Source: an optimization exercise on an open RTL-to-GDS flow (aim: small area and a short achievable clock period). Production flows keep margins and buffers that such runs may drop. Where RTL was checked, it was by simulation tests only, not by an equivalence proof against the original. The RTL of runs 2 to 4 was laid out without a check of its function. Power and IR drop assume default switching activity.

[flow/flow/run.sh]
#!/bin/bash
# Standard ORFS layout (standard.sh) with two changes: every port gets a buf_1 as its port
# buffer instead of the delay buffer that buffer_ports picks by default, and Yosys's synth
# skips its generic ABC pass before full adders are extracted (SYNTH_ARGS=-noabc).
set -euo pipefail
export BUFFER_PORTS_ARGS="-buffer_cell sky130_fd_sc_hd__buf_1"
export SYNTH_ARGS="-noabc"
bash standard.sh > standard_flow.log 2>&1
[flow/standard.sh]
#!/bin/bash
# synth_recipe.tcl (not shown) runs the flow's synth.tcl, then flattens the netlist and writes it again
# the make line also repeats each setting of config.mk as NAME=value (left out here)
make -C /OpenROAD-flow-scripts/flow DESIGN_CONFIG=/design/flow/config.mk WORK_HOME=/design/flow/orfs CLKGATE_MAP_FILE= SYNTH_SCRIPT=/design/flow/synth_recipe.tcl "${@:-finish}"
[flow/config.mk]
export PLATFORM = sky130hd
export DESIGN_NAME = datapathB_behavioral
export DESIGN_NICKNAME = datapathB_behavioral
export VERILOG_FILES = /design/flow/design.v
export SDC_FILE = /design/flow/constraint.sdc
export NUM_CORES = 4
export LEC_CHECK = 0
export ABC_AREA = 1
export CAP_MARGIN = 20
export CORE_MARGIN = 2
export CORE_UTILIZATION = 40
export CTS_BUF_LIST = sky130_fd_sc_hd__clkbuf_8
export CTS_CLUSTER_SIZE = 40
export SETUP_SLACK_MARGIN = 3.5
export SLEW_MARGIN = 20
[flow/constraint.sdc]
create_clock -name core_clock -period 6.0 [get_ports {CLK}]
set_input_delay 1.2000 -clock core_clock [delete_from_list [all_inputs] [get_ports {CLK}]]
set_output_delay 1.2000 -clock core_clock [all_outputs]
set_load 0.01 [all_outputs]
[flow/design.v]
module datapathB_behavioral
  #(parameter WLx = 8, parameter WLc = 8)
  ( input signed [WLx-1:0] x,
    input signed [WLc-1:0] a, b, c,
    input CLK,
    output signed [(WLx+WLc+WLc)+1:0] outR
  );
  reg [7:0] x1, c1, c2; reg [8:0] w1;
  reg [11:0] ex2;
  reg [15:0] y2; reg [33:0] t1r;
  reg [5:0] zlo3; reg [16:0] zA3, zB3; reg cyk3, clo3; reg [2:0] wh3; reg [22:0] z4;
  wire [11:0] ex0 = {x[7], ((x[7] & ~x[6] & ~x[5]) | (~x[7] & x[6] & x[5])), (x[6] ^ x[5]), x[5], ((x[5] & ~x[4] & ~x[3]) | (~x[5] & x[4] & x[3])), (x[4] ^ x[3]), x[3], ((x[3] & ~x[2] & ~x[1]) | (~x[3] & x[2] & x[1])), (x[2] ^ x[1]), x[1], (x[1] & ~x[0]), x[0]};
  wire [11:0] ex1 = {x1[7], ((x1[7] & ~x1[6] & ~x1[5]) | (~x1[7] & x1[6] & x1[5])), (x1[6] ^ x1[5]), x1[5], ((x1[5] & ~x1[4] & ~x1[3]) | (~x1[5] & x1[4] & x1[3])), (x1[4] ^ x1[3]), x1[3], ((x1[3] & ~x1[2] & ~x1[1]) | (~x1[3] & x1[2] & x1[1])), (x1[2] ^ x1[1]), x1[1], (x1[1] & ~x1[0]), x1[0]};
  wire m_1;
  wire m_2;
  wire m_3;
  wire m_4;
  wire m_5;
  wire m_6;
  wire m_7;
  wire m_8;
  wire m_9;
  wire m_10;
  wire m_11;
  wire m_12;
  wire m_13;
  wire m_14;
  wire m_15;
  wire m_16;
  wire m_17;
  wire m_18;
  wire m_19;
  wire m_20;
  wire m_21;
  wire m_22;
  wire m_23;
  wire m_24;
  wire m_25;
  wire m_26;
  wire m_27;
  wire m_28;
  wire m_29;
  wire m_30;
  wire m_31;
  wire m_32;
  wire m_33;
  wire m_34;
  wire m_35;
  wire m_36;
  wire m_37;
  wire m_38;
  wire m_39;
  wire m_40;
  wire m_41;
  wire m_42;
  wire m_43;
  wire m_44;
  wire n_1;
  wire n_2;
  wire n_3;
  wire n_4;
  wire n_5;
  wire n_6;
  wire n_7;
  wire n_8;
  wire n_9;
  wire n_10;
  wire n_11;
  wire n_12;
  wire n_13;
  wire n_14;
  wire n_15;
  wire n_16;
  wire n_17;
  wire n_18;
  wire n_19;
  wire n_20;
  wire n_21;
  wire n_22;
  wire n_23;
  wire n_24;
  wire n_25;
  wire n_26;
  wire n_27;
  wire n_28;
  wire n_29;
  wire n_30;
  wire n_31;
  wire n_32;
  wire n_33;
  wire n_34;
  wire n_35;
  wire n_36;
  wire n_37;
  wire n_38;
  wire n_39;
  wire n_40;
  wire n_41;
  wire n_42;
  wire n_43;
  wire n_44;
  wire n_45;
  wire n_46;
  wire n_47;
  wire n_48;
  wire n_49;
  wire n_50;
  wire n_51;
  wire n_52;
  wire n_53;
  wire n_54;
  wire n_55;
  wire n_56;
  wire n_57;
  wire n_58;
  wire n_59;
  wire n_60;
  wire n_61;
  wire n_62;
  wire n_63;
  wire n_64;
  wire n_65;
  wire n_66;
  wire n_67;
  wire n_68;
  wire n_69;
  wire n_70;
  wire n_71;
  wire n_72;
  wire n_73;
  wire n_74;
  wire n_75;
  wire n_76;
  wire n_77;
  wire n_78;
  wire n_79;
  wire n_80;
  wire n_81;
  wire n_82;
  wire n_83;
  wire n_84;
  wire n_85;
  wire n_86;
  wire n_87;
  wire n_88;
  wire n_89;
  wire n_90;
  wire n_91;
  wire n_92;
  wire n_93;
  wire n_94;
  wire n_95;
  wire n_96;
  wire n_97;
  wire n_98;
  wire n_99;
  wire n_100;
  wire n_101;
  wire n_102;
  wire n_103;
  wire n_104;
  wire n_105;
  wire n_106;
  wire n_107;
  wire n_108;
  wire n_109;
  wire n_110;
  wire n_111;
  wire n_112;
  wire n_113;
  wire n_114;
  wire n_115;
  wire n_116;
  wire n_117;
  wire n_118;
  wire n_119;
  wire n_120;
  wire n_121;
  wire n_122;
  wire n_123;
  wire n_124;
  wire n_125;
  wire n_126;
  wire n_127;
  wire n_128;
  wire n_129;
  wire n_130;
  wire n_131;
  wire n_132;
  wire n_133;
  wire n_134;
  wire n_135;
  wire n_136;
  wire n_137;
  wire n_138;
  wire n_139;
  wire n_140;
  wire n_141;
  wire n_142;
  wire n_143;
  wire n_144;
  wire n_145;
  wire n_146;
  wire n_147;
  wire n_148;
  wire n_149;
  wire n_150;
  wire n_151;
  wire n_152;
  wire n_153;
  wire n_154;
  wire n_155;
  wire n_156;
  wire n_157;
  wire n_158;
  wire n_159;
  wire n_160;
  wire n_161;
  wire n_162;
  wire n_163;
  wire n_164;
  wire n_165;
  wire n_166;
  wire n_167;
  wire n_168;
  wire n_169;
  wire n_170;
  wire n_171;
  wire n_172;
  wire n_173;
  wire n_174;
  assign n_1 = ((a[0] & ex0[0]) ^ ex0[2]);
  assign n_2 = (((a[1] & ex0[0]) | (a[0] & ex0[1])) ^ ex0[2]);
  assign n_3 = (((a[2] & ex0[0]) | (a[1] & ex0[1])) ^ ex0[2]);
  assign n_4 = (((a[3] & ex0[0]) | (a[2] & ex0[1])) ^ ex0[2]);
  assign n_5 = (((a[4] & ex0[0]) | (a[3] & ex0[1])) ^ ex0[2]);
  assign n_6 = (((a[5] & ex0[0]) | (a[4] & ex0[1])) ^ ex0[2]);
  assign n_7 = (((a[6] & ex0[0]) | (a[5] & ex0[1])) ^ ex0[2]);
  assign n_8 = (((a[7] & ex0[0]) | (a[6] & ex0[1])) ^ ex0[2]);
  assign n_9 = ~((((a[7] & ex0[0]) | (a[7] & ex0[1])) ^ ex0[2]));
  assign n_10 = ((a[0] & ex0[3]) ^ ex0[5]);
  assign n_11 = (((a[1] & ex0[3]) | (a[0] & ex0[4])) ^ ex0[5]);
  assign n_12 = (((a[2] & ex0[3]) | (a[1] & ex0[4])) ^ ex0[5]);
  assign n_13 = (((a[3] & ex0[3]) | (a[2] & ex0[4])) ^ ex0[5]);
  assign n_14 = (((a[4] & ex0[3]) | (a[3] & ex0[4])) ^ ex0[5]);
  assign n_15 = (((a[5] & ex0[3]) | (a[4] & ex0[4])) ^ ex0[5]);
  assign n_16 = (((a[6] & ex0[3]) | (a[5] & ex0[4])) ^ ex0[5]);
  assign n_17 = (((a[7] & ex0[3]) | (a[6] & ex0[4])) ^ ex0[5]);
  assign n_18 = ~((((a[7] & ex0[3]) | (a[7] & ex0[4])) ^ ex0[5]));
  assign n_19 = ((a[0] & ex0[6]) ^ ex0[8]);
  assign n_20 = (((a[1] & ex0[6]) | (a[0] & ex0[7])) ^ ex0[8]);
  assign n_21 = (((a[2] & ex0[6]) | (a[1] & ex0[7])) ^ ex0[8]);
  assign n_22 = (((a[3] & ex0[6]) | (a[2] & ex0[7])) ^ ex0[8]);
  assign n_23 = (((a[4] & ex0[6]) | (a[3] & ex0[7])) ^ ex0[8]);
  assign n_24 = (((a[5] & ex0[6]) | (a[4] & ex0[7])) ^ ex0[8]);
  assign n_25 = (((a[6] & ex0[6]) | (a[5] & ex0[7])) ^ ex0[8]);
  assign n_26 = (((a[7] & ex0[6]) | (a[6] & ex0[7])) ^ ex0[8]);
  assign n_27 = ~((((a[7] & ex0[6]) | (a[7] & ex0[7])) ^ ex0[8]));
  assign n_28 = ((a[0] & ex0[9]) ^ ex0[11]);
  assign n_29 = (((a[1] & ex0[9]) | (a[0] & ex0[10])) ^ ex0[11]);
  assign n_30 = (((a[2] & ex0[9]) | (a[1] & ex0[10])) ^ ex0[11]);
  assign n_31 = (((a[3] & ex0[9]) | (a[2] & ex0[10])) ^ ex0[11]);
  assign n_32 = (((a[4] & ex0[9]) | (a[3] & ex0[10])) ^ ex0[11]);
  assign n_33 = (((a[5] & ex0[9]) | (a[4] & ex0[10])) ^ ex0[11]);
  assign n_34 = (((a[6] & ex0[9]) | (a[5] & ex0[10])) ^ ex0[11]);
  assign n_35 = (((a[7] & ex0[9]) | (a[6] & ex0[10])) ^ ex0[11]);
  assign n_36 = ~((((a[7] & ex0[9]) | (a[7] & ex0[10])) ^ ex0[11]));
  assign n_37 = n_7 ^ n_14;
  assign n_38 = n_7 & n_14;
  assign n_39 = n_8 ^ n_15 ^ n_22;
  assign n_40 = (n_8 & n_15) | (n_8 & n_22) | (n_15 & n_22);
  assign n_41 = n_9 ^ n_16 ^ n_23;
  assign n_42 = (n_9 & n_16) | (n_9 & n_23) | (n_16 & n_23);
  assign n_43 = n_17 ^ n_24;
  assign n_44 = n_17 & n_24;
  assign n_45 = n_18 ^ n_25;
  assign n_46 = n_18 & n_25;
  assign n_47 = ((y2[0] & ex2[0]) ^ ex2[2]);
  assign n_48 = (((y2[1] & ex2[0]) | (y2[0] & ex2[1])) ^ ex2[2]);
  assign n_49 = (((y2[2] & ex2[0]) | (y2[1] & ex2[1])) ^ ex2[2]);
  assign n_50 = (((y2[3] & ex2[0]) | (y2[2] & ex2[1])) ^ ex2[2]);
  assign n_51 = (((y2[4] & ex2[0]) | (y2[3] & ex2[1])) ^ ex2[2]);
  assign n_52 = (((y2[5] & ex2[0]) | (y2[4] & ex2[1])) ^ ex2[2]);
  assign n_53 = (((y2[6] & ex2[0]) | (y2[5] & ex2[1])) ^ ex2[2]);
  assign n_54 = (((y2[7] & ex2[0]) | (y2[6] & ex2[1])) ^ ex2[2]);
  assign n_55 = (((y2[8] & ex2[0]) | (y2[7] & ex2[1])) ^ ex2[2]);
  assign n_56 = (((y2[9] & ex2[0]) | (y2[8] & ex2[1])) ^ ex2[2]);
  assign n_57 = (((y2[10] & ex2[0]) | (y2[9] & ex2[1])) ^ ex2[2]);
  assign n_58 = (((y2[11] & ex2[0]) | (y2[10] & ex2[1])) ^ ex2[2]);
  assign n_59 = (((y2[12] & ex2[0]) | (y2[11] & ex2[1])) ^ ex2[2]);
  assign n_60 = (((y2[13] & ex2[0]) | (y2[12] & ex2[1])) ^ ex2[2]);
  assign n_61 = (((y2[14] & ex2[0]) | (y2[13] & ex2[1])) ^ ex2[2]);
  assign n_62 = (((y2[15] & ex2[0]) | (y2[14] & ex2[1])) ^ ex2[2]);
  assign n_63 = ~((((y2[15] & ex2[0]) | (y2[15] & ex2[1])) ^ ex2[2]));
  assign n_64 = ((y2[0] & ex2[3]) ^ ex2[5]);
  assign n_65 = (((y2[1] & ex2[3]) | (y2[0] & ex2[4])) ^ ex2[5]);
  assign n_66 = (((y2[2] & ex2[3]) | (y2[1] & ex2[4])) ^ ex2[5]);
  assign n_67 = (((y2[3] & ex2[3]) | (y2[2] & ex2[4])) ^ ex2[5]);
  assign n_68 = (((y2[4] & ex2[3]) | (y2[3] & ex2[4])) ^ ex2[5]);
  assign n_69 = (((y2[5] & ex2[3]) | (y2[4] & ex2[4])) ^ ex2[5]);
  assign n_70 = (((y2[6] & ex2[3]) | (y2[5] & ex2[4])) ^ ex2[5]);
  assign n_71 = (((y2[7] & ex2[3]) | (y2[6] & ex2[4])) ^ ex2[5]);
  assign n_72 = (((y2[8] & ex2[3]) | (y2[7] & ex2[4])) ^ ex2[5]);
  assign n_73 = (((y2[9] & ex2[3]) | (y2[8] & ex2[4])) ^ ex2[5]);
  assign n_74 = (((y2[10] & ex2[3]) | (y2[9] & ex2[4])) ^ ex2[5]);
  assign n_75 = (((y2[11] & ex2[3]) | (y2[10] & ex2[4])) ^ ex2[5]);
  assign n_76 = (((y2[12] & ex2[3]) | (y2[11] & ex2[4])) ^ ex2[5]);
  assign n_77 = (((y2[13] & ex2[3]) | (y2[12] & ex2[4])) ^ ex2[5]);
  assign n_78 = (((y2[14] & ex2[3]) | (y2[13] & ex2[4])) ^ ex2[5]);
  assign n_79 = (((y2[15] & ex2[3]) | (y2[14] & ex2[4])) ^ ex2[5]);
  assign n_80 = ~((((y2[15] & ex2[3]) | (y2[15] & ex2[4])) ^ ex2[5]));
  assign n_81 = ((y2[0] & ex2[6]) ^ ex2[8]);
  assign n_82 = (((y2[1] & ex2[6]) | (y2[0] & ex2[7])) ^ ex2[8]);
  assign n_83 = (((y2[2] & ex2[6]) | (y2[1] & ex2[7])) ^ ex2[8]);
  assign n_84 = (((y2[3] & ex2[6]) | (y2[2] & ex2[7])) ^ ex2[8]);
  assign n_85 = (((y2[4] & ex2[6]) | (y2[3] & ex2[7])) ^ ex2[8]);
  assign n_86 = (((y2[5] & ex2[6]) | (y2[4] & ex2[7])) ^ ex2[8]);
  assign n_87 = (((y2[6] & ex2[6]) | (y2[5] & ex2[7])) ^ ex2[8]);
  assign n_88 = (((y2[7] & ex2[6]) | (y2[6] & ex2[7])) ^ ex2[8]);
  assign n_89 = (((y2[8] & ex2[6]) | (y2[7] & ex2[7])) ^ ex2[8]);
  assign n_90 = (((y2[9] & ex2[6]) | (y2[8] & ex2[7])) ^ ex2[8]);
  assign n_91 = (((y2[10] & ex2[6]) | (y2[9] & ex2[7])) ^ ex2[8]);
  assign n_92 = (((y2[11] & ex2[6]) | (y2[10] & ex2[7])) ^ ex2[8]);
  assign n_93 = (((y2[12] & ex2[6]) | (y2[11] & ex2[7])) ^ ex2[8]);
  assign n_94 = (((y2[13] & ex2[6]) | (y2[12] & ex2[7])) ^ ex2[8]);
  assign n_95 = (((y2[14] & ex2[6]) | (y2[13] & ex2[7])) ^ ex2[8]);
  assign n_96 = (((y2[15] & ex2[6]) | (y2[14] & ex2[7])) ^ ex2[8]);
  assign n_97 = ~((((y2[15] & ex2[6]) | (y2[15] & ex2[7])) ^ ex2[8]));
  assign n_98 = ((y2[0] & ex2[9]) ^ ex2[11]);
  assign n_99 = (((y2[1] & ex2[9]) | (y2[0] & ex2[10])) ^ ex2[11]);
  assign n_100 = (((y2[2] & ex2[9]) | (y2[1] & ex2[10])) ^ ex2[11]);
  assign n_101 = (((y2[3] & ex2[9]) | (y2[2] & ex2[10])) ^ ex2[11]);
  assign n_102 = (((y2[4] & ex2[9]) | (y2[3] & ex2[10])) ^ ex2[11]);
  assign n_103 = (((y2[5] & ex2[9]) | (y2[4] & ex2[10])) ^ ex2[11]);
  assign n_104 = (((y2[6] & ex2[9]) | (y2[5] & ex2[10])) ^ ex2[11]);
  assign n_105 = (((y2[7] & ex2[9]) | (y2[6] & ex2[10])) ^ ex2[11]);
  assign n_106 = (((y2[8] & ex2[9]) | (y2[7] & ex2[10])) ^ ex2[11]);
  assign n_107 = (((y2[9] & ex2[9]) | (y2[8] & ex2[10])) ^ ex2[11]);
  assign n_108 = (((y2[10] & ex2[9]) | (y2[9] & ex2[10])) ^ ex2[11]);
  assign n_109 = (((y2[11] & ex2[9]) | (y2[10] & ex2[10])) ^ ex2[11]);
  assign n_110 = (((y2[12] & ex2[9]) | (y2[11] & ex2[10])) ^ ex2[11]);
  assign n_111 = (((y2[13] & ex2[9]) | (y2[12] & ex2[10])) ^ ex2[11]);
  assign n_112 = (((y2[14] & ex2[9]) | (y2[13] & ex2[10])) ^ ex2[11]);
  assign n_113 = (((y2[15] & ex2[9]) | (y2[14] & ex2[10])) ^ ex2[11]);
  assign n_114 = ~((((y2[15] & ex2[9]) | (y2[15] & ex2[10])) ^ ex2[11]));
  assign n_115 = n_53 ^ n_68;
  assign n_116 = n_53 & n_68;
  assign n_117 = n_54 ^ n_69 ^ n_84;
  assign n_118 = (n_54 & n_69) | (n_54 & n_84) | (n_69 & n_84);
  assign n_119 = n_55 ^ n_70 ^ n_85;
  assign n_120 = (n_55 & n_70) | (n_55 & n_85) | (n_70 & n_85);
  assign n_121 = n_56 ^ n_71 ^ n_86;
  assign n_122 = (n_56 & n_71) | (n_56 & n_86) | (n_71 & n_86);
  assign n_123 = n_57 ^ n_72 ^ n_87;
  assign n_124 = (n_57 & n_72) | (n_57 & n_87) | (n_72 & n_87);
  assign n_125 = n_58 ^ n_73 ^ n_88;
  assign n_126 = (n_58 & n_73) | (n_58 & n_88) | (n_73 & n_88);
  assign n_127 = n_59 ^ n_74 ^ n_89;
  assign n_128 = (n_59 & n_74) | (n_59 & n_89) | (n_74 & n_89);
  assign n_129 = n_60 ^ n_75 ^ n_90;
  assign n_130 = (n_60 & n_75) | (n_60 & n_90) | (n_75 & n_90);
  assign n_131 = n_61 ^ n_76 ^ n_91;
  assign n_132 = (n_61 & n_76) | (n_61 & n_91) | (n_76 & n_91);
  assign n_133 = n_62 ^ n_77 ^ n_92;
  assign n_134 = (n_62 & n_77) | (n_62 & n_92) | (n_77 & n_92);
  assign n_135 = n_63 ^ n_78 ^ n_93;
  assign n_136 = (n_63 & n_78) | (n_63 & n_93) | (n_78 & n_93);
  assign n_137 = n_79 ^ n_94;
  assign n_138 = n_79 & n_94;
  assign n_139 = n_80 ^ n_95;
  assign n_140 = n_80 & n_95;
  assign n_141 = n_51 ^ n_66;
  assign n_142 = n_51 & n_66;
  assign n_143 = n_52 ^ n_67 ^ n_82;
  assign n_144 = (n_52 & n_67) | (n_52 & n_82) | (n_67 & n_82);
  assign n_145 = n_83 ^ n_98 ^ n_115;
  assign n_146 = (n_83 & n_98) | (n_83 & n_115) | (n_98 & n_115);
  assign n_147 = n_99 ^ n_117 ^ n_116;
  assign n_148 = (n_99 & n_117) | (n_99 & n_116) | (n_117 & n_116);
  assign n_149 = n_100 ^ n_119 ^ n_118;
  assign n_150 = (n_100 & n_119) | (n_100 & n_118) | (n_119 & n_118);
  assign n_151 = n_101 ^ n_121 ^ n_120;
  assign n_152 = (n_101 & n_121) | (n_101 & n_120) | (n_121 & n_120);
  assign n_153 = n_102 ^ n_123 ^ n_122;
  assign n_154 = (n_102 & n_123) | (n_102 & n_122) | (n_123 & n_122);
  assign n_155 = n_103 ^ n_125 ^ n_124;
  assign n_156 = (n_103 & n_125) | (n_103 & n_124) | (n_125 & n_124);
  assign n_157 = n_104 ^ n_127 ^ n_126;
  assign n_158 = (n_104 & n_127) | (n_104 & n_126) | (n_127 & n_126);
  assign n_159 = n_105 ^ n_129 ^ n_128;
  assign n_160 = (n_105 & n_129) | (n_105 & n_128) | (n_129 & n_128);
  assign n_161 = n_106 ^ n_131 ^ n_130;
  assign n_162 = (n_106 & n_131) | (n_106 & n_130) | (n_131 & n_130);
  assign n_163 = n_107 ^ n_133 ^ n_132;
  assign n_164 = (n_107 & n_133) | (n_107 & n_132) | (n_133 & n_132);
  assign n_165 = n_108 ^ n_135 ^ n_134;
  assign n_166 = (n_108 & n_135) | (n_108 & n_134) | (n_135 & n_134);
  assign n_167 = n_109 ^ n_137 ^ n_136;
  assign n_168 = (n_109 & n_137) | (n_109 & n_136) | (n_137 & n_136);
  assign n_169 = n_110 ^ n_139 ^ n_138;
  assign n_170 = (n_110 & n_139) | (n_110 & n_138) | (n_139 & n_138);
  assign n_171 = n_96 ^ n_111 ^ n_140;
  assign n_172 = (n_96 & n_111) | (n_96 & n_140) | (n_111 & n_140);
  assign n_173 = n_97 ^ n_112;
  assign n_174 = n_97 & n_112;
    assign m_1 = t1r[6] ^ t1r[7];
    assign m_2 = t1r[6] & t1r[7];
    assign m_3 = t1r[9] ^ t1r[10] ^ t1r[11];
    assign m_4 = (t1r[9] & t1r[10]) | (t1r[9] & t1r[11]) | (t1r[10] & t1r[11]);
    assign m_5 = t1r[12] ^ t1r[13] ^ t1r[14];
    assign m_6 = (t1r[12] & t1r[13]) | (t1r[12] & t1r[14]) | (t1r[13] & t1r[14]);
    assign m_7 = t1r[15] ^ t1r[16] ^ t1r[17];
    assign m_8 = (t1r[15] & t1r[16]) | (t1r[15] & t1r[17]) | (t1r[16] & t1r[17]);
    assign m_9 = t1r[18] ^ t1r[19] ^ t1r[20];
    assign m_10 = (t1r[18] & t1r[19]) | (t1r[18] & t1r[20]) | (t1r[19] & t1r[20]);
    assign m_11 = t1r[21] ^ t1r[22] ^ t1r[23];
    assign m_12 = (t1r[21] & t1r[22]) | (t1r[21] & t1r[23]) | (t1r[22] & t1r[23]);
    assign m_13 = t1r[24] ^ t1r[25] ^ t1r[26];
    assign m_14 = (t1r[24] & t1r[25]) | (t1r[24] & t1r[26]) | (t1r[25] & t1r[26]);
    assign m_15 = t1r[27] ^ t1r[28] ^ t1r[29];
    assign m_16 = (t1r[27] & t1r[28]) | (t1r[27] & t1r[29]) | (t1r[28] & t1r[29]);
    assign m_17 = t1r[30] ^ t1r[31];
    assign m_18 = t1r[30] & t1r[31];
    assign m_19 = t1r[2] ^ t1r[3];
    assign m_20 = t1r[2] & t1r[3];
    assign m_21 = t1r[4] ^ t1r[5] ^ W1[3];
    assign m_22 = (t1r[4] & t1r[5]) | (t1r[4] & W1[3]) | (t1r[5] & W1[3]);
    assign m_23 = t1r[8] ^ W1[4] ^ m_1;
    assign m_24 = (t1r[8] & W1[4]) | (t1r[8] & m_1) | (W1[4] & m_1);
    assign m_25 = W1[5] ^ m_3 ^ m_2;
    assign m_26 = (W1[5] & m_3) | (W1[5] & m_2) | (m_3 & m_2);
    assign m_27 = W1[6] ^ m_5 ^ m_4;
    assign m_28 = (W1[6] & m_5) | (W1[6] & m_4) | (m_5 & m_4);
    assign m_29 = W1[7] ^ m_7 ^ m_6;
    assign m_30 = (W1[7] & m_7) | (W1[7] & m_6) | (m_7 & m_6);
    assign m_31 = W1[8] ^ m_9 ^ m_8;
    assign m_32 = (W1[8] & m_9) | (W1[8] & m_8) | (m_9 & m_8);
    assign m_33 = W1[9] ^ m_11 ^ m_10;
    assign m_34 = (W1[9] & m_11) | (W1[9] & m_10) | (m_11 & m_10);
    assign m_35 = W1[10] ^ m_13 ^ m_12;
    assign m_36 = (W1[10] & m_13) | (W1[10] & m_12) | (m_13 & m_12);
    assign m_37 = W1[11] ^ m_15 ^ m_14;
    assign m_38 = (W1[11] & m_15) | (W1[11] & m_14) | (m_15 & m_14);
    assign m_39 = W1[12] ^ m_17 ^ m_16;
    assign m_40 = (W1[12] & m_17) | (W1[12] & m_16) | (m_17 & m_16);
    assign m_41 = t1r[32] ^ W1[13] ^ m_18;
    assign m_42 = (t1r[32] & W1[13]) | (t1r[32] & m_18) | (W1[13] & m_18);
    assign m_43 = t1r[33] ^ W1[14];
    assign m_44 = t1r[33] & W1[14];
  wire [33:0] t1w = {n_36, n_35, n_34, n_27, n_46, n_33, n_26, n_44, n_45, n_32, n_42, n_43, n_31, n_40, n_41, n_30, n_38, n_39, n_29, n_37, n_28, n_21, n_20, n_13, n_6, n_19, n_12, n_5, n_11, n_4, n_10, n_3, n_2, n_1};
  wire [22:0] zA = {n_114, n_113, n_173, n_171, n_169, n_167, n_165, n_163, n_161, n_159, n_157, n_155, n_153, n_151, n_149, n_147, n_145, n_143, n_81, n_50, n_49, n_48, n_47};
  wire [22:0] zB = {1'b0, n_174, n_172, n_170, n_168, n_166, n_164, n_162, n_160, n_158, n_156, n_154, n_152, n_150, n_148, n_146, n_144, n_142, n_141, n_65, n_64, 1'b0, 1'b0};
  wire [8:0] w0 = {b[7], b} + {2'b00, {ex0[11], 1'b0, ex0[8], 1'b0, ex0[5], 1'b0, ex0[2]}};
  wire [8:0] w2 = {c2[7], c2} + {2'b00, {ex2[11], 1'b0, ex2[8], 1'b0, ex2[5], 1'b0, ex2[2]}};
  wire [15:0] W1 = {{7{w1[8]}}, w1} + 16'd43776;
  wire [5:0] Wl = w2[5:0];
  wire [5:0] ls = zA[5:0] ^ zB[5:0] ^ Wl;
  wire [5:0] lc = (zA[5:0] & zB[5:0]) | (zA[5:0] & Wl) | (zB[5:0] & Wl);
  wire [6:0] lo = ls + {lc[4:0], 1'b0};
  wire [22:0] W2f = {{14{wh3[2]}}, wh3, 6'd0} + 23'd2818048;
  wire [16:0] Wh = W2f[22:6];
  wire [16:0] hs = zA3 ^ zB3 ^ Wh;
  wire [16:0] hc = (zA3 & zB3) | (zA3 & Wh) | (zB3 & Wh);
  wire [17:0] hsum = {hs, 1'b1} + {hc[15:0], cyk3, clo3};
  wire [15:0] yS = {W1[15], m_43, m_41, m_39, m_37, m_35, m_33, m_31, m_29, m_27, m_25, m_23, m_21, W1[2], t1r[1], t1r[0]};
  wire [15:0] yT = {m_44, m_42, m_40, m_38, m_36, m_34, m_32, m_30, m_28, m_26, m_24, m_22, m_20, m_19, W1[1], W1[0]};
  always @(posedge CLK) begin
    x1 <= x; w1 <= w0; c1 <= c; t1r <= t1w;
    ex2 <= ex1; c2 <= c1; y2 <= yS + yT;
    zlo3 <= lo[5:0]; clo3 <= lo[6]; cyk3 <= lc[5]; wh3 <= w2[8:6]; zA3 <= zA[22:6]; zB3 <= zB[22:6];
    z4 <= {hsum[17:1], zlo3};
  end
  assign outR = {{3{z4[22]}}, z4};
endmodule
==> flow_summary.ini, run 1 <==
[global_routing]
antenna_found_initial = 0
grt_pass1_wl_microns = 29300
globalRouteTotalUtil_pct = 15.5
grt_overflow = 0
grt_pass1_vias = 6159
grt_max_degree = 19

[floorplan]
dieWidth_microns = 154
die_area_sq_um = 23700
start_util_pct = 40.9
core_sq_um = 22000
std_cell_rows = 54
die_h_microns = 154
io_pins = 59

[timing]
finalSetupViolCount = 0
fin_skew_ns = 0.0150
final_max_slew_viol_count = 0
fin_crit_ns = 2.46
grt_setup_unrepaired = true
tns_ns = 0
tightest_slew_ns = 1.00
finalHoldViolCount = 0
fmax_ghz = 0.406
max-slew-margin-rel_pct = 33.1
final.period_utilization_pct = 41.0

[cts]
cts_tree = done
cts-root-buf = clkbuf_8
numCtsBuffers = 17
path_clk_slew_ns = 0.08
cts_buffer_depth = 2
clock_sinks = 162
clock_latency_ns = 0.46
cts_hold_repair.buffers = 0
cts_max_level = 4

[setup_path]
slowest_delay_ns = 0.49
arrival_ns = 2.80
cp_cell_sequence = clkinvlp_4 > buf_4 > o22ai_1 > xor2_1 > fa_1 > ha_1 > nand3_1 > nand3_1 > a21oi_2 > o21bai_1
critPathLaunchType = register
worstSetupPathType = register to register
crit_family = adder cells
critPathCaptureType = register
cp_common_cell = nand3_1
cp_num_buf_inv = 2
cpMaxStageDelayCell = fa_1
cp.required_ns = 6.34
crit_fanout = 3

[synth]
yosysTopAreaCell = dfxtp_1
synth.distinct_cells = 35
ys_seq_area_share_pct = 36.1
netlist_instances = 943
ys_seq_elements = 162
synth_top_area_share_pct = 36.1
synth.avg_cell_area_sq_um = 9.53
yosysWarningCount = 1
netlist_area_sq_um = 8990
synth_area_leaders = dfxtp_1, fa_1, xor2_1

[power]
powerDensity_nw_per_um2 = 616
ir_drop_mv = 0.201
p_leak_uw = 0.00471

[placed_design]
port_buffers = 58
post-dp-hpwl_microns = 13500
place_congestion = 0.844

[routing]
firstDrtPassIters = 5
wire_per_inst_microns = 13.5
drcViolationCount = 0
antenna_left = 0
drt_iter0_markers = 319
finalWirelength_microns = 17700
dr_total_vias = 6318
vias_per_cell = 4.82

[finish]
utilization_pct = 46.5
layout_commonest_cell = dfxtp_1
final_cell_mix = dfxtp_1, nand2_1, xor2_1, inv_1, o22ai_1
nNetsFinal = 1178
drive_gt1_share_pct = 11.2
antennaDiodeCount = 0
synthToLayoutAreaGrowth_pct = 13.6

[min_path]
hold_class = register to register

[flow_run]
drv_cap = 0

[run_status]
status = no timing/DRC/antenna violations
[worst register-to-register path, cell delays in order (launching register included)]
cell	delay [ns]
dfxtp_4	0.37
clkinvlp_4	0.11
buf_4	0.16
o22ai_1	0.19
xor2_1	0.21
fa_1	0.49
ha_1	0.32
nand3_1	0.08
nand3_1	0.14
a21oi_2	0.19
o21bai_1	0.09
[path summary, 6_finish.rpt]
kind	startpoint	endpoint	slack [ns]	cells past startpoint
max reg2reg	ex2[0]	clo3	3.54	10
min	zlo3[2]	z4[2]	0.33	0
min reg2reg	zlo3[2]	z4[2]	0.33	0
max	ex2[0]	clo3	3.54	10
[cell families (layout without fill, tap and decap cells)]
group           count (synthesis)  after routing  synth area share (%)
compound gates                156            156                  10.3
xor+xnor                      130            130                  12.7
fa+ha+maj                     127            127                  23.0
buf+inv                       135            217                  6.35
flops                         162            162                  36.1
mux                             3              3                 0.376
other cells                     1              6                0.0417
simple gates                  229            229                  11.1
[metal layers]
layer  vias up  wire (microns)  global-route usage, %
li1       3233               -                      -
met1      2937            7860                   18.5
met2       120            8870                   27.2
met3        28             582                   3.44
met4         0             374                   6.23
met5         -               0                      0
[state kept, by name, summed over array words and instances, names as in the netlist]
signal and count:
x1 8, clo3 1, z4 23, cyk3 1, zB3 16, t1r 34
zlo3 6, c1 8, y2 16, wh3 3, c2 8, zA3 17
ex2 12, w1 9
[where the power goes]
group	switching (uW)	internal, uW	total [uW]
combinational	2280	1590	3870
sequential	154	1490	1650
clock	395	377	773
[cell usage after synthesis (all sizes together)]
cell	instances
or2	1
nand4	4
and2	1
o21ai	23
nor3	6
a21o	1
ha	63
dfxtp	162
fa	64
mux2	3
nand3	33
buf	23
xnor2	5
o21a	1
nor2	34
o31ai	1
a21boi	2
inv	111
clkinv	1
xor2	125
conb	1
a21oi	39
o21bai	2
o22ai	87
nand2	150
[per-stage QoR]
step	setup WS (ns)	hold slack [ns]	area (sq um)	power, uW	std cells
CTS	3.49	0.334	10000	6100	1310
finish	3.54	0.332	10200	6290	1310
global route	3.39	0.341	10200	6980	1310
detailed placement	2.45	0.314	9450	5250	1264
floorplan	3.50	0.310	9020	4450	948
global placement	2.56	0.311	9450	5180	1264
[layout make-up]
type                       instances  area [sq um]
clock buffer                      18           248
multi-input combinational        651          5410
tap                              280           350
clock inverter                    13           138
sequential                       162          3260
fill                            2092         11800
inverter                         112           447
timing repair buffer              74           357
[timing repair]
action	CTS	global route
setup buffers	15	0
setup endpoints to repair	27	18
resized for setup	28	36
pin swaps	3	13
==> run 2: changes to the inputs <==
--- a/flow/design.v
+++ b/flow/design.v
@@ -10,3 +10,3 @@
   reg [15:0] y2; reg [33:0] t1r;
-  reg [5:0] zlo3; reg [16:0] zA3, zB3; reg cyk3, clo3; reg [2:0] wh3; reg [22:0] z4;
+  reg [4:0] zlo3; reg [17:0] zA3, zB3; reg cyk3, clo3; reg [3:0] wh3; reg [22:0] z4;
   wire [11:0] ex0 = {x[7], ((x[7] & ~x[6] & ~x[5]) | (~x[7] & x[6] & x[5])), (x[6] ^ x[5]), x[5], ((x[5] & ~x[4] & ~x[3]) | (~x[5] & x[4] & x[3])), (x[4] ^ x[3]), x[3], ((x[3] & ~x[2] & ~x[1]) | (~x[3] & x[2] & x[1])), (x[2] ^ x[1]), x[1], (x[1] & ~x[0]), x[0]};
@@ -455,11 +455,11 @@
   wire [15:0] W1 = {{7{w1[8]}}, w1} + 16'd43776;
-  wire [5:0] Wl = w2[5:0];
-  wire [5:0] ls = zA[5:0] ^ zB[5:0] ^ Wl;
-  wire [5:0] lc = (zA[5:0] & zB[5:0]) | (zA[5:0] & Wl) | (zB[5:0] & Wl);
-  wire [6:0] lo = ls + {lc[4:0], 1'b0};
-  wire [22:0] W2f = {{14{wh3[2]}}, wh3, 6'd0} + 23'd2818048;
-  wire [16:0] Wh = W2f[22:6];
-  wire [16:0] hs = zA3 ^ zB3 ^ Wh;
-  wire [16:0] hc = (zA3 & zB3) | (zA3 & Wh) | (zB3 & Wh);
-  wire [17:0] hsum = {hs, 1'b1} + {hc[15:0], cyk3, clo3};
+  wire [4:0] Wl = w2[4:0];
+  wire [4:0] ls = zA[4:0] ^ zB[4:0] ^ Wl;
+  wire [4:0] lc = (zA[4:0] & zB[4:0]) | (zA[4:0] & Wl) | (zB[4:0] & Wl);
+  wire [5:0] lo = ls + {lc[3:0], 1'b0};
+  wire [22:0] W2f = {{14{wh3[3]}}, wh3, 5'd0} + 23'd2818048;
+  wire [17:0] Wh = W2f[22:5];
+  wire [17:0] hs = zA3 ^ zB3 ^ Wh;
+  wire [17:0] hc = (zA3 & zB3) | (zA3 & Wh) | (zB3 & Wh);
+  wire [18:0] hsum = {hs, 1'b1} + {hc[16:0], cyk3, clo3};
   wire [15:0] yS = {W1[15], m_43, m_41, m_39, m_37, m_35, m_33, m_31, m_29, m_27, m_25, m_23, m_21, W1[2], t1r[1], t1r[0]};
@@ -469,4 +469,4 @@
     ex2 <= ex1; c2 <= c1; y2 <= yS + yT;
-    zlo3 <= lo[5:0]; clo3 <= lo[6]; cyk3 <= lc[5]; wh3 <= w2[8:6]; zA3 <= zA[22:6]; zB3 <= zB[22:6];
-    z4 <= {hsum[17:1], zlo3};
+    zlo3 <= lo[4:0]; clo3 <= lo[5]; cyk3 <= lc[4]; wh3 <= w2[8:5]; zA3 <= zA[22:5]; zB3 <= zB[22:5];
+    z4 <= {hsum[18:1], zlo3};
   end
==> flow/flow/run.sh (replaced) <==
#!/bin/bash
# Standard ORFS layout (standard.sh) with two changes: every port gets a buf_2 as its port
# buffer instead of the delay buffer that buffer_ports picks by default, and Yosys's synth
# skips its generic ABC pass before full adders are extracted (SYNTH_ARGS=-noabc).
set -euo pipefail
export BUFFER_PORTS_ARGS="-buffer_cell sky130_fd_sc_hd__buf_2"
export SYNTH_ARGS="-noabc"
bash standard.sh > standard_flow.log 2>&1
==> run 2 against run 1 <==
Still clean on timing, DRC and antenna. Clock-buffer cell count fell by 1. Maximum frequency is 0.56% higher. Design area grew 1.1%. Sequential power barely moved. Combinational power rose by 3%. Synthesized cell count rose by 1.7%. Power rose by 2.6%. Register-to-register slack about the same. Worst setup slack better by 0.014 ns. Sequential share of layout area is essentially flat. Flip-flop and latch count rose by 2. Routed wire length up 0.14%. Critical path type unchanged. Largest cell class unchanged.
==> flow_summary.ini, run 2 <==
[synth]
netlist_area_sq_um = 9030
ys_seq_elements = 164
synthTopCellsByCount = dfxtp_1, nand2_1, xor2_1
synth.distinct_cells = 32
synth.avg_cell_area_sq_um = 9.42
async_reset_ff_share_pct = 0
yosysMostFrequentCell = dfxtp_1
synth_top_area_share_pct = 36.4
synth_area_leaders = dfxtp_1, fa_1, xor2_1
netlist_instances = 959
synth_ff_type = dfxtp_1
yosysWarningCount = 1
synth_edf_count = 0
yosysTopAreaCell = dfxtp_1
ys_seq_area_share_pct = 36.4

[cts]
cts-root-buf = clkbuf_8
clock_sinks = 164
cts_max_level = 4
numCtsBuffers = 17
clock_latency_ns = 0.46
cts_buffer_depth = 2
cts_tree = done
path_clk_slew_ns = 0.10

[floorplan]
start_util_pct = 41.1
io_pins = 59
dieWidth_microns = 154
die_h_microns = 154
die_area_sq_um = 23800
std_cell_rows = 54
core_sq_um = 22000

[timing]
grt_setup_unrepaired = true
fin_skew_ns = 0.0141
fin_hold_ws_ns = 0.332
finalSetupViolCount = 0
finalHoldViolCount = 0
final_max_slew_viol_count = 0
tns_ns = 0
final.period_utilization_pct = 40.8
fmax_ghz = 0.409
tightest_slew_ns = 0.928
fin_crit_ns = 2.45
max-slew-margin-rel_pct = 38.0

[finish]
antennaDiodeCount = 0
largest_register_ffs = 34
layout.filler_cells = 2085
seqCellArea_sq_um = 3300
synthToLayoutAreaGrowth_pct = 14.3
final_cell_mix = dfxtp_1, nand2_1, xor2_1, inv_1, o22ai_1
top_register = t1r
reg_top3 = t1r x34, z4 x23, zA3 x18
multi_input_area_sq_um = 5380
layout_commonest_cell = dfxtp_1
drive_gt1_share_pct = 15.9
nNetsFinal = 1199

[flow_run]
drv_cap = 0

[setup_path]
r2r-start = t1r[18]
arrival_ns = 2.79
reg2reg_setup_slack_ns = 3.55
reg2reg_depth = 10
crit_fanout = 6
worstSetupPathType = register to register
regToRegEndpoint = y2[15]
cp.required_ns = 6.34
critPathLaunchType = register
critPathCaptureType = register

[placed_design]
port_buffers = 58
place_congestion = 0.875
post-dp-hpwl_microns = 13800

[global_routing]
globalRouteTotalUtil_pct = 15.4
grt_pass1_wl_microns = 29400
grt_overflow = 0
grt_max_degree = 19
grt_pass1_vias = 6267
antenna_found_initial = 0

[routing]
drcViolationCount = 0
vias_per_cell = 4.79
antenna_left = 0
firstDrtPassIters = 4
dr_total_vias = 6381
wire_per_inst_microns = 13.3
drt_iter0_markers = 213
finalWirelength_microns = 17700

[run_status]
status = no timing/DRC/antenna violations

[min_path]
hold_end = z4[0]
hp-start = zlo3[0]
hold_class = register to register
min_delay_path_depth = 0

[power]
powerDensity_nw_per_um2 = 625
p_leak_uw = 0.00492
total_power_uw = 6450
ir_drop_mv = 0.206
run 2: changes by cell type after synthesis, moves of 2 or more:
cell     before  now
o21ai_0      21   15
nand2_1     140  151
dfxtp_1     162  164
buf_2        12   10
buf_4         9    4
buf_1         0    6
nor2_1       30   40
nor2_2        3    1
nand3_1      32   34
and2_1        1    3
run 2: per-layer routing:
metal	part of all wire [%]	GRT usage, %	wire length (microns)	up-vias
met5	0	0	0	-
met4	3.1	6.88	552	0
met3	3.6	3.70	645	30
met2	48	26.4	8550	133
met1	45	18.4	7960	2930
li1	-	-	-	3288
run 2: how the worst max path moves through the flow:
stage | start | to | slack, ns
after global placement | x[1] | t1r[19] | 3.02
after detailed placement | x[1] | t1r[19] | 2.99
after global routing | t1r[12] | y2[15] | 3.39
after floorplan | x[3] | t1r[19] | 3.50
final | t1r[18] | y2[15] | 3.55
after CTS | t1r[18] | y2[15] | 3.50
run 2: kinds of logic after synthesis:
logic type,share of synthesized area (%)
simple gates,11.4
flops,36.4
compound gates,10.0
buf+inv,6.17
xor+xnor,12.7
fa+ha+maj,22.9
mux,0.374
other cells,0.0415
run 2: report_power, final:
| group | internal, uW | total (uW) | switching (uW) |
|---|---|---|---|
| logic | 1630 | 3970 | 2340 |
| registers | 1510 | 1660 | 153 |
| clock network | 381 | 813 | 432 |
| total | 3530 | 6450 | 2920 |
run 2: per-stage QoR:
stage | util, % | area, sq um | cells | setup WS, ns
finish | 47.0 | 10300 | 1332 | 3.55
global route | 47.0 | 10300 | 1332 | 3.39
CTS | 45.6 | 10000 | 1312 | 3.50
detailed placement | 43.6 | 9580 | 1280 | 2.99
global placement | 43.6 | 9580 | 1280 | 3.02
floorplan | - | 9070 | 964 | 3.50
run 2: layout make-up:
class / instances / share of cell area, %
inverters: 112 / 4.26
multi-input cells: 665 / 52.2
well taps: 280 / 3.40
repair buffers: 79 / 4.37
clock inverters: 15 / 1.62
flip-flops and latches: 164 / 31.9
clock buffers: 17 / 2.27
run 2: critical path, stage by stage, from the launching register on:
cell,delay (ns)
dfxtp_2,0.33
fa_1,0.52
inv_1,0.04
fa_1,0.48
inv_2,0.05
ha_4,0.32
nand2_4,0.08
nor2_4,0.11
nand4_1,0.19
nand3_2,0.14
a21oi_1,0.06
run 2: timing repair:
item,in CTS,in global routing
resized for setup,8,40
hold endpoints to repair,0,0
setup endpoints to repair,10,23
hold buffers,0,0
buffers inserted,0,20
pin swaps,0,14
==> run 3: changes to the inputs <==
==> flow/flow/run.sh (replaced) <==
#!/bin/bash
# Standard ORFS layout (standard.sh), except that every port gets a buf_2 as its port
# buffer instead of the delay buffer that buffer_ports picks by default.
set -euo pipefail
export BUFFER_PORTS_ARGS="-buffer_cell sky130_fd_sc_hd__buf_2"
bash standard.sh > standard_flow.log 2>&1
==> run 3 against run 2 <==
Still clean on timing, DRC and antenna. Combinational power increased by 5%. Clock skew decreased by 0.0022 ns. Routed wire length about the same. Sequential share of layout area decreased by 0.72 points. Maximum frequency increased by 0.54%. Flip-flop and latch count unchanged. Sequential power about the same. Design area increased by 2.3%. First-iteration DRC count decreased by 0.47%. Clock power increased by 5.0%. Power increased by 3.2%.
==> flow_summary.ini, run 3 <==
[timing]
finalHoldViolCount = 0
grt_setup_unrepaired = true
final_max_slew_viol_count = 0
fin_skew_ns = 0.0119
tightest_slew_ns = 0.966
fin_crit_ns = 2.43
fmax_ghz = 0.411
finalSetupViolCount = 0
tns_ns = 0
max-slew-margin-rel_pct = 35.5
final.period_utilization_pct = 40.6

[finish]
layout.filler_cells = 2205
multi_input_area_sq_um = 5390
nNetsFinal = 1261
top_register = t1r
seqCellArea_sq_um = 3300
layout_commonest_cell = inv_1
reg_top3 = t1r x34, z4 x23, zA3 x18
final_cell_mix = inv_1, dfxtp_1, nand2_1, xor2_1, o22ai_1
finalInstanceArea_sq_um = 10600
synthToLayoutAreaGrowth_pct = 13.9
antennaDiodeCount = 0
drive_gt1_share_pct = 15.8
largest_register_ffs = 34

[flow_run]
drv_cap = 0

[synth]
yosysWarningCount = 1
netlist_instances = 1030
yosysTopAreaCell = dfxtp_1
synthTopCellsByCount = inv_1, dfxtp_1, nand2_1
synth_edf_count = 0
ys_seq_elements = 164
netlist_area_sq_um = 9270
synth.avg_cell_area_sq_um = 9.00
synth.distinct_cells = 35
synth_area_leaders = dfxtp_1, fa_1, xor2_1
synth_top_area_share_pct = 35.4
yosysMostFrequentCell = inv_1
async_reset_ff_share_pct = 0
ys_seq_area_share_pct = 35.4
synth_ff_type = dfxtp_1

[routing]
firstDrtPassIters = 4
finalWirelength_microns = 17700
drcViolationCount = 0
vias_per_cell = 4.71
wire_per_inst_microns = 12.7
drt_iter0_markers = 212
antenna_left = 0
dr_total_vias = 6586

[global_routing]
antenna_found_initial = 0
grt_max_degree = 19
globalRouteTotalUtil_pct = 15.2
grt_pass1_wl_microns = 29500
grt_overflow = 0
grt_pass1_vias = 6307

[power]
p_switching_uw = 3030
internal-power_uw = 3620
pwr-share-comb_pct = 62.4
p_seq_share_pct = 24.8
powerDensity_nw_per_um2 = 630
switching_share_pct = 45.6
ir_drop_mv = 0.210
p_leak_uw = 0.00525
clock_power_share_pct = 12.8

[setup_path]
cp_cell_sequence = fa_1 > inv_1 > fa_1 > inv_2 > ha_4 > nand2_1 > nor2_2 > nand4_1 > nand4_1 > nand2_1
arrival_ns = 2.80
slowest_delay_ns = 0.52
critPathCaptureType = register
critPathLaunchType = register
cpMaxStageDelayCell = fa_1
worstSetupPathType = register to register
crit_fanout = 4
cp.required_ns = 6.36
r2r-start = t1r[18]
crit_start = t1r[18]

[floorplan]
die_h_microns = 156
start_util_pct = 40.8
std_cell_rows = 55
die_area_sq_um = 24400
dieWidth_microns = 156
core_sq_um = 22700
io_pins = 59

[cts]
cts_tree = done
numCtsBuffers = 17
clock_sinks = 164
cts_hold_repair.buffers = 0
cts_max_level = 4
cts_buffer_depth = 2
clock_latency_ns = 0.46
cts-root-buf = clkbuf_8
path_clk_slew_ns = 0.10

[min_path]
hold_class = register to register
hp-start = zlo3[3]

[placed_design]
place_area_sq_um = 9800
post-dp-hpwl_microns = 13900
place_congestion = 0.872
port_buffers = 58

[run_status]
status = no timing/DRC/antenna violations
==> run 3: cell count changes in the layout (fill, tap and decap cells not counted), sizes merged, moves of 3 or more <==
cell	previous run	this run
inv	114	185
buf	78	72
conb	6	0
fa	64	58
ha	63	69
o21ai	17	22
xor2	126	121
nand2	158	162
or2	1	4
==> run 3: per-stage QoR <==
stage | power (uW) | worst slack (ns) | instances | hold slack (ns) | util [%]
6_report | 6650 | 3.57 | 1399 | 0.327 | 46.5
5_1_grt | 7400 | 3.43 | 1399 | 0.331 | 46.5
4_1_cts | 6390 | 3.48 | 1385 | 0.324 | 45.3
3_5_place_dp | 5430 | 3.16 | 1353 | 0.312 | 43.1
3_3_place_gp | 5390 | 3.20 | 1353 | 0.311 | 43.1
2_1_floorplan | 4590 | 3.52 | 1030 | 0.310 | -
==> run 3: cell type report <==
type | instances | share of cell area (%)
inverter | 182 | 6.61
timing repair buffer | 72 | 3.74
tap | 285 | 3.38
clock buffer | 17 | 2.22
sequential | 164 | 31.2
multi-input combinational | 664 | 51.0
clock inverter | 15 | 1.80
==> run 3: kinds of logic (layout without fill, tap and decap cells) <==
logic type	Yosys count	in the layout	share of synthesized area (%)
flops	164	164	35.4
buf+inv	202	286	8.65
xor+xnor	126	126	11.9
fa+ha+maj	127	127	21.8
simple gates	250	250	11.4
mux	3	3	0.364
compound gates	158	158	10.4
==> run 3: metal layers <==
metal	vias to the layer above	routed length (microns)	global-route usage [%]
met5	-	0	0
met4	0	350	5.11
met3	25	624	3.57
met2	129	8640	26.5
met1	2996	8110	18.5
li1	3436	-	-
==> run 3: power by group through the flow <==
stage          clock network, uW  registers (uW)  logic [uW]
3_3_place_gp                   0            1670        3710
2_1_floorplan                  0            1690        2910
6_report                     854            1650        4150
5_1_grt                      924            1690        4790
3_5_place_dp                   0            1680        3750
4_1_cts                      876            1650        3860
==> run 3: path summary, 6_finish.rpt <==
path,to,slack [ns],cells after the start
setup / recovery,y2[12],3.57,10
hold / removal,z4[3],0.33,0
setup reg to reg,y2[12],3.57,10
hold reg to reg,z4[3],0.33,0
==> run 3: worst max-delay path, delay by kind of cell (launching register included) <==
| kind | cells | cell delay (ns) |
|---|---|---|
| buffers and inverters | 2 | 0.08 |
| flip-flops | 1 | 0.33 |
| AND/OR/NAND/NOR | 5 | 0.61 |
| adder cells (fa/ha/maj) | 3 | 1.29 |
==> run 3: timing repair <==
action	CTS	global route
gates cloned	0	0
buffers inserted	0	14
pin swaps	1	23
setup endpoints to repair	10	22
gates resized for setup	12	48
==> run 4: changes to the inputs <==
--- a/flow/design.v
+++ b/flow/design.v
@@ -10,3 +10,3 @@
   reg [15:0] y2; reg [33:0] t1r;
-  reg [4:0] zlo3; reg [17:0] zA3, zB3; reg cyk3, clo3; reg [3:0] wh3; reg [22:0] z4;
+  reg [5:0] zlo3; reg [16:0] zA3, zB3; reg cyk3, clo3; reg [2:0] wh3; reg [22:0] z4;
   wire [11:0] ex0 = {x[7], ((x[7] & ~x[6] & ~x[5]) | (~x[7] & x[6] & x[5])), (x[6] ^ x[5]), x[5], ((x[5] & ~x[4] & ~x[3]) | (~x[5] & x[4] & x[3])), (x[4] ^ x[3]), x[3], ((x[3] & ~x[2] & ~x[1]) | (~x[3] & x[2] & x[1])), (x[2] ^ x[1]), x[1], (x[1] & ~x[0]), x[0]};
@@ -53,6 +53,2 @@
   wire m_40;
-  wire m_41;
-  wire m_42;
-  wire m_43;
-  wire m_44;
   wire n_1;
@@ -417,34 +413,30 @@
     assign m_12 = (t1r[21] & t1r[22]) | (t1r[21] & t1r[23]) | (t1r[22] & t1r[23]);
-    assign m_13 = t1r[24] ^ t1r[25] ^ t1r[26];
-    assign m_14 = (t1r[24] & t1r[25]) | (t1r[24] & t1r[26]) | (t1r[25] & t1r[26]);
+    assign m_13 = t1r[24] ^ t1r[25];
+    assign m_14 = t1r[24] & t1r[25];
     assign m_15 = t1r[27] ^ t1r[28] ^ t1r[29];
     assign m_16 = (t1r[27] & t1r[28]) | (t1r[27] & t1r[29]) | (t1r[28] & t1r[29]);
-    assign m_17 = t1r[30] ^ t1r[31];
-    assign m_18 = t1r[30] & t1r[31];
-    assign m_19 = t1r[2] ^ t1r[3];
-    assign m_20 = t1r[2] & t1r[3];
-    assign m_21 = t1r[4] ^ t1r[5] ^ W1[3];
-    assign m_22 = (t1r[4] & t1r[5]) | (t1r[4] & W1[3]) | (t1r[5] & W1[3]);
-    assign m_23 = t1r[8] ^ W1[4] ^ m_1;
-    assign m_24 = (t1r[8] & W1[4]) | (t1r[8] & m_1) | (W1[4] & m_1);
-    assign m_25 = W1[5] ^ m_3 ^ m_2;
-    assign m_26 = (W1[5] & m_3) | (W1[5] & m_2) | (m_3 & m_2);
-    assign m_27 = W1[6] ^ m_5 ^ m_4;
-    assign m_28 = (W1[6] & m_5) | (W1[6] & m_4) | (m_5 & m_4);
-    assign m_29 = W1[7] ^ m_7 ^ m_6;
-    assign m_30 = (W1[7] & m_7) | (W1[7] & m_6) | (m_7 & m_6);
-    assign m_31 = W1[8] ^ m_9 ^ m_8;
-    assign m_32 = (W1[8] & m_9) | (W1[8] & m_8) | (m_9 & m_8);
-    assign m_33 = W1[9] ^ m_11 ^ m_10;
-    assign m_34 = (W1[9] & m_11) | (W1[9] & m_10) | (m_11 & m_10);
-    assign m_35 = W1[10] ^ m_13 ^ m_12;
-    assign m_36 = (W1[10] & m_13) | (W1[10] & m_12) | (m_13 & m_12);
-    assign m_37 = W1[11] ^ m_15 ^ m_14;
-    assign m_38 = (W1[11] & m_15) | (W1[11] & m_14) | (m_15 & m_14);
-    assign m_39 = W1[12] ^ m_17 ^ m_16;
-    assign m_40 = (W1[12] & m_17) | (W1[12] & m_16) | (m_17 & m_16);
-    assign m_41 = t1r[32] ^ W1[13] ^ m_18;
-    assign m_42 = (t1r[32] & W1[13]) | (t1r[32] & m_18) | (W1[13] & m_18);
-    assign m_43 = t1r[33] ^ W1[14];
-    assign m_44 = t1r[33] & W1[14];
+    assign m_17 = t1r[2] ^ t1r[3];
+    assign m_18 = t1r[2] & t1r[3];
+    assign m_19 = t1r[4] ^ t1r[5] ^ w1[3];
+    assign m_20 = (t1r[4] & t1r[5]) | (t1r[4] & w1[3]) | (t1r[5] & w1[3]);
+    assign m_21 = t1r[8] ^ w1[4] ^ m_1;
+    assign m_22 = (t1r[8] & w1[4]) | (t1r[8] & m_1) | (w1[4] & m_1);
+    assign m_23 = w1[5] ^ m_3 ^ m_2;
+    assign m_24 = (w1[5] & m_3) | (w1[5] & m_2) | (m_3 & m_2);
+    assign m_25 = w1[6] ^ m_5 ^ m_4;
+    assign m_26 = (w1[6] & m_5) | (w1[6] & m_4) | (m_5 & m_4);
+    assign m_27 = w1[7] ^ m_7 ^ m_6;
+    assign m_28 = (w1[7] & m_7) | (w1[7] & m_6) | (m_7 & m_6);
+    assign m_29 = ~w1[8] ^ m_9 ^ m_8;
+    assign m_30 = (~w1[8] & m_9) | (~w1[8] & m_8) | (m_9 & m_8);
+    assign m_31 = 1'b1 ^ m_11 ^ m_10;
+    assign m_32 = (1'b1 & m_11) | (1'b1 & m_10) | (m_11 & m_10);
+    assign m_33 = t1r[26] ^ m_13 ^ m_12;
+    assign m_34 = (t1r[26] & m_13) | (t1r[26] & m_12) | (m_13 & m_12);
+    assign m_35 = 1'b1 ^ m_15 ^ m_14;
+    assign m_36 = (1'b1 & m_15) | (1'b1 & m_14) | (m_15 & m_14);
+    assign m_37 = t1r[30] ^ t1r[31] ^ m_16;
+    assign m_38 = (t1r[30] & t1r[31]) | (t1r[30] & m_16) | (t1r[31] & m_16);
+    assign m_39 = t1r[32] ^ 1'b1;
+    assign m_40 = t1r[32] & 1'b1;
   wire [33:0] t1w = {n_36, n_35, n_34, n_27, n_46, n_33, n_26, n_44, n_45, n_32, n_42, n_43, n_31, n_40, n_41, n_30, n_38, n_39, n_29, n_37, n_28, n_21, n_20, n_13, n_6, n_19, n_12, n_5, n_11, n_4, n_10, n_3, n_2, n_1};
@@ -455,13 +447,12 @@
   wire [15:0] W1 = {{7{w1[8]}}, w1} + 16'd43776;
-  wire [4:0] Wl = w2[4:0];
-  wire [4:0] ls = zA[4:0] ^ zB[4:0] ^ Wl;
-  wire [4:0] lc = (zA[4:0] & zB[4:0]) | (zA[4:0] & Wl) | (zB[4:0] & Wl);
-  wire [5:0] lo = ls + {lc[3:0], 1'b0};
-  wire [22:0] W2f = {{14{wh3[3]}}, wh3, 5'd0} + 23'd2818048;
-  wire [17:0] Wh = W2f[22:5];
-  wire [17:0] hs = zA3 ^ zB3 ^ Wh;
-  wire [17:0] hc = (zA3 & zB3) | (zA3 & Wh) | (zB3 & Wh);
-  wire [18:0] hsum = {hs, 1'b1} + {hc[16:0], cyk3, clo3};
-  wire [15:0] yS = {W1[15], m_43, m_41, m_39, m_37, m_35, m_33, m_31, m_29, m_27, m_25, m_23, m_21, W1[2], t1r[1], t1r[0]};
-  wire [15:0] yT = {m_44, m_42, m_40, m_38, m_36, m_34, m_32, m_30, m_28, m_26, m_24, m_22, m_20, m_19, W1[1], W1[0]};
+  wire [5:0] Wl = w2[5:0];
+  wire [5:0] ls = zA[5:0] ^ zB[5:0] ^ Wl;
+  wire [5:0] lc = (zA[5:0] & zB[5:0]) | (zA[5:0] & Wl) | (zB[5:0] & Wl);
+  wire [6:0] lo = ls + {lc[4:0], 1'b0};
+  wire [16:0] Wh = {1'b0, 1'b1, 1'b0, 1'b1, 1'b0, 1'b1, ~wh3[2], wh3[2], wh3[2], wh3[2], wh3[2], wh3[2], wh3[2], wh3[2], wh3[2], wh3[1], wh3[0]};
+  wire [16:0] hs = zA3 ^ zB3 ^ Wh;
+  wire [16:0] hc = (zA3 & zB3) | (zA3 & Wh) | (zB3 & Wh);
+  wire [17:0] hsum = {hs, 1'b1} + {hc[15:0], cyk3, clo3};
+  wire [15:0] yS = {1'b1, t1r[33], m_39, m_37, m_35, m_33, m_31, m_29, m_27, m_25, m_23, m_21, m_19, w1[2], t1r[1], t1r[0]};
+  wire [15:0] yT = {1'b0, m_40, m_38, m_36, m_34, m_32, m_30, m_28, m_26, m_24, m_22, m_20, m_18, m_17, w1[1], w1[0]};
   always @(posedge CLK) begin
@@ -469,4 +460,4 @@
     ex2 <= ex1; c2 <= c1; y2 <= yS + yT;
-    zlo3 <= lo[4:0]; clo3 <= lo[5]; cyk3 <= lc[4]; wh3 <= w2[8:5]; zA3 <= zA[22:5]; zB3 <= zB[22:5];
-    z4 <= {hsum[18:1], zlo3};
+    zlo3 <= lo[5:0]; clo3 <= lo[6]; cyk3 <= lc[5]; wh3 <= w2[8:6]; zA3 <= zA[22:6]; zB3 <= zB[22:6];
+    z4 <= {hsum[17:1], zlo3};
   end
==> flow/flow/run.sh (replaced) <==
#!/bin/bash
# Standard ORFS layout (standard.sh) with two changes: every port gets a buf_2 as its port
# buffer instead of the delay buffer that buffer_ports picks by default, and Yosys's synth
# skips its generic ABC pass before full adders are extracted (SYNTH_ARGS=-noabc).
set -euo pipefail
export BUFFER_PORTS_ARGS="-buffer_cell sky130_fd_sc_hd__buf_2"
export SYNTH_ARGS="-noabc"
bash standard.sh > standard_flow.log 2>&1
==> run 4 against run 3 <==
Flip-flop and latch count fell by 2. Hold slack lost 0.0015 ns. Largest power group unchanged. Combinational power down 3%. Final cell count decreased by 4.6%. Non-clock buffer count grew 9. Critical path depth is the same. Global-route usage is 0.17 points lower. Core utilization up 0.57 points. Largest cell class unchanged. Register-to-register slack about the same.
==> flow_summary.ini, run 4 <==
[cts]
numCtsBuffers = 17
cts-root-buf = clkbuf_8
cts_tree = done
cts_max_level = 4
cts_buffer_depth = 2
clock_latency_ns = 0.46
cts_hold_repair.buffers = 0
path_clk_slew_ns = 0.08
clock_sinks = 162

[finish]
antennaDiodeCount = 0
nNetsFinal = 1200
finalInstanceArea_sq_um = 10300
top_register = t1r
instances_no_fill = 1334
largest_register_ffs = 34
final_cell_mix = dfxtp_1, nand2_1, xor2_1, inv_1, o22ai_1
drive_gt1_share_pct = 17.9
reg_top3 = t1r x34, z4 x23, zA3 x17
utilization_pct = 47.1
layout_commonest_cell = dfxtp_1
synthToLayoutAreaGrowth_pct = 14.7

[global_routing]
grt_overflow = 0
globalRouteTotalUtil_pct = 15.1
grt_pass1_vias = 6252
grt_max_degree = 19
antenna_found_initial = 0
grt_pass1_wl_microns = 28800

[timing]
tightest_slew_ns = 0.964
finalHoldViolCount = 0
grt_setup_unrepaired = true
fmax_ghz = 0.409
tns_ns = 0
final_max_slew_viol_count = 0
max-slew-margin-rel_pct = 35.6
fin_skew_ns = 0.0121
finalSetupViolCount = 0
final.period_utilization_pct = 40.8
fin_crit_ns = 2.45

[placed_design]
dp_cells = 1280
post-dp-hpwl_microns = 13500
port_buffers = 58
place_area_sq_um = 9510
place_congestion = 0.863

[synth]
yosysMostFrequentCell = dfxtp_1
yosysWarningCount = 1
synth.distinct_cells = 38
ys_seq_area_share_pct = 36.0
synthTopCellsByCount = dfxtp_1, nand2_1, xor2_1
synth_top_area_share_pct = 36.0
synth_area_leaders = dfxtp_1, fa_1, xor2_1
ys_seq_elements = 162
synth_ff_type = dfxtp_1
netlist_instances = 965
synth.avg_cell_area_sq_um = 9.34
synth_edf_count = 0
async_reset_ff_share_pct = 0
netlist_area_sq_um = 9010
yosysTopAreaCell = dfxtp_1

[floorplan]
die_area_sq_um = 23700
start_util_pct = 41.0
dieWidth_microns = 154
io_pins = 59
core_sq_um = 22000
die_h_microns = 154
std_cell_rows = 54

[power]
total_power_uw = 6370
powerDensity_nw_per_um2 = 617
ir_drop_mv = 0.210
p_leak_uw = 0.00489

[routing]
antenna_left = 0
drcViolationCount = 0
wire_per_inst_microns = 13.1
drt_iter0_markers = 221
firstDrtPassIters = 5
vias_per_cell = 4.83
dr_total_vias = 6443
finalWirelength_microns = 17500

[setup_path]
crit_fanout = 4
worstSetupPathType = register to register
arrival_ns = 2.81
critPathLaunchType = register
critPathCaptureType = register
cp.required_ns = 6.36

[run_status]
status = no timing/DRC/antenna violations

[min_path]
hold_class = register to register

[flow_run]
drv_cap = 0
run 4: worst max-delay path, cell delays in order (launching register included):
cell     delay [ns]
dfxtp_1        0.33
fa_1           0.56
fa_1           0.46
ha_4           0.32
nand2_1        0.12
nor2_1         0.19
nand3_1        0.12
nand3_2        0.13
nand2_1        0.06
inv_1          0.05
nor2_1         0.03
run 4: where the power goes:
group	total (uW)	internal, uW	switching (uW)
clock network	729	330	399
logic	4010	1660	2350
registers	1630	1490	141
run 4: final timing paths:
path           start  endpoint  slack [ns]  depth (start not counted)
min reg2reg    c1[5]     c2[5]        0.33                          0
min            c1[5]     c2[5]        0.33                          0
max reg2reg  t1r[12]    y2[11]        3.55                         10
max          t1r[12]    y2[11]        3.55                         10
run 4: what timing repair did:
action,in CTS,in global routing
buffers inserted,9,14
endpoints found under the setup margin,11,19
gates resized for setup,15,56
gates cloned,0,0
pin swaps,2,16
run 4: cells by family (layout without fill, tap and decap cells):
kind of cell | count (synthesis) | after routing | share of synthesized area (%)
AND/OR/NAND/NOR | 243 | 243 | 11.5
flip-flops | 162 | 162 | 36.0
AO/OA/AOI/OAI | 156 | 156 | 10.5
buffers and inverters | 147 | 236 | 6.79
XOR/XNOR | 129 | 129 | 12.5
adder cells (fa/ha/maj) | 125 | 125 | 22.3
multiplexers | 3 | 3 | 0.375
run 4: area by class of cell:
cell class / count / area (sq um)
inverter: 124 / 488
clock inverter: 14 / 133
fill: 2067 / 11600
sequential: 162 / 3270
clock buffer: 17 / 234
multi-input combinational: 656 / 5390
tap: 280 / 350
timing repair buffer: 81 / 469
run 4: stage by stage:
stage / hold WS, ns / worst slack, ns
after global routing: 0.327 / 3.39
after floorplan: 0.310 / 3.49
after global placement: 0.311 / 2.95
final: 0.326 / 3.55
after detailed placement: 0.312 / 2.92
after CTS: 0.327 / 3.49
run 4: layer usage:
| metal | up-vias | routed length (microns) | track usage, % |
|---|---|---|---|
| li1 | 3307 | - | - |
| met1 | 2974 | 7900 | 17.8 |
| met2 | 132 | 8720 | 26.6 |
| met3 | 30 | 563 | 3.52 |
| met4 | 0 | 361 | 5.47 |
| met5 | - | 0 | 0 |

## re-timing with driven ports
How much do the figures lean on ideal ports? The routed layouts below were timed once more, with nothing changed but the port constraints. Step 1, drivers: a clkbuf_16 drives CLK and a buf_2 each remaining input, both assumed. Step 2 adds t to the input delays and takes it off the output delays; t is the mean of the earliest and latest rising clock arrival at the registers after step 1. Input paths then give back, and output paths get back, about the clock's delay inside the block. Three values: ideal, step 1, step 2; two values: the first two.
| run | t, ns | slack for setup (ns) | slew at the worst register clock pin (ns) | cell pins on the clock port's net |
|---|---|---|---|---|
| run 1 | 0.493 | 3.540 / 3.540 / 3.128 | 0.09 / 0.09 | 1 |
| run 2 | 0.496 | 3.553 / 3.553 / 3.097 | 0.10 / 0.10 | 1 |
| run 3 | 0.499 | 3.566 / 3.566 / 3.163 | 0.10 / 0.10 | 1 |
| run 4 | 0.493 | 3.553 / 3.553 / 3.107 | 0.09 / 0.09 | 1 |
After both steps every run listed still meets setup and hold. For run 2, which loses most, drivers alone change the setup slack by 0.000 ns; drivers and shift together by -0.456 ns.
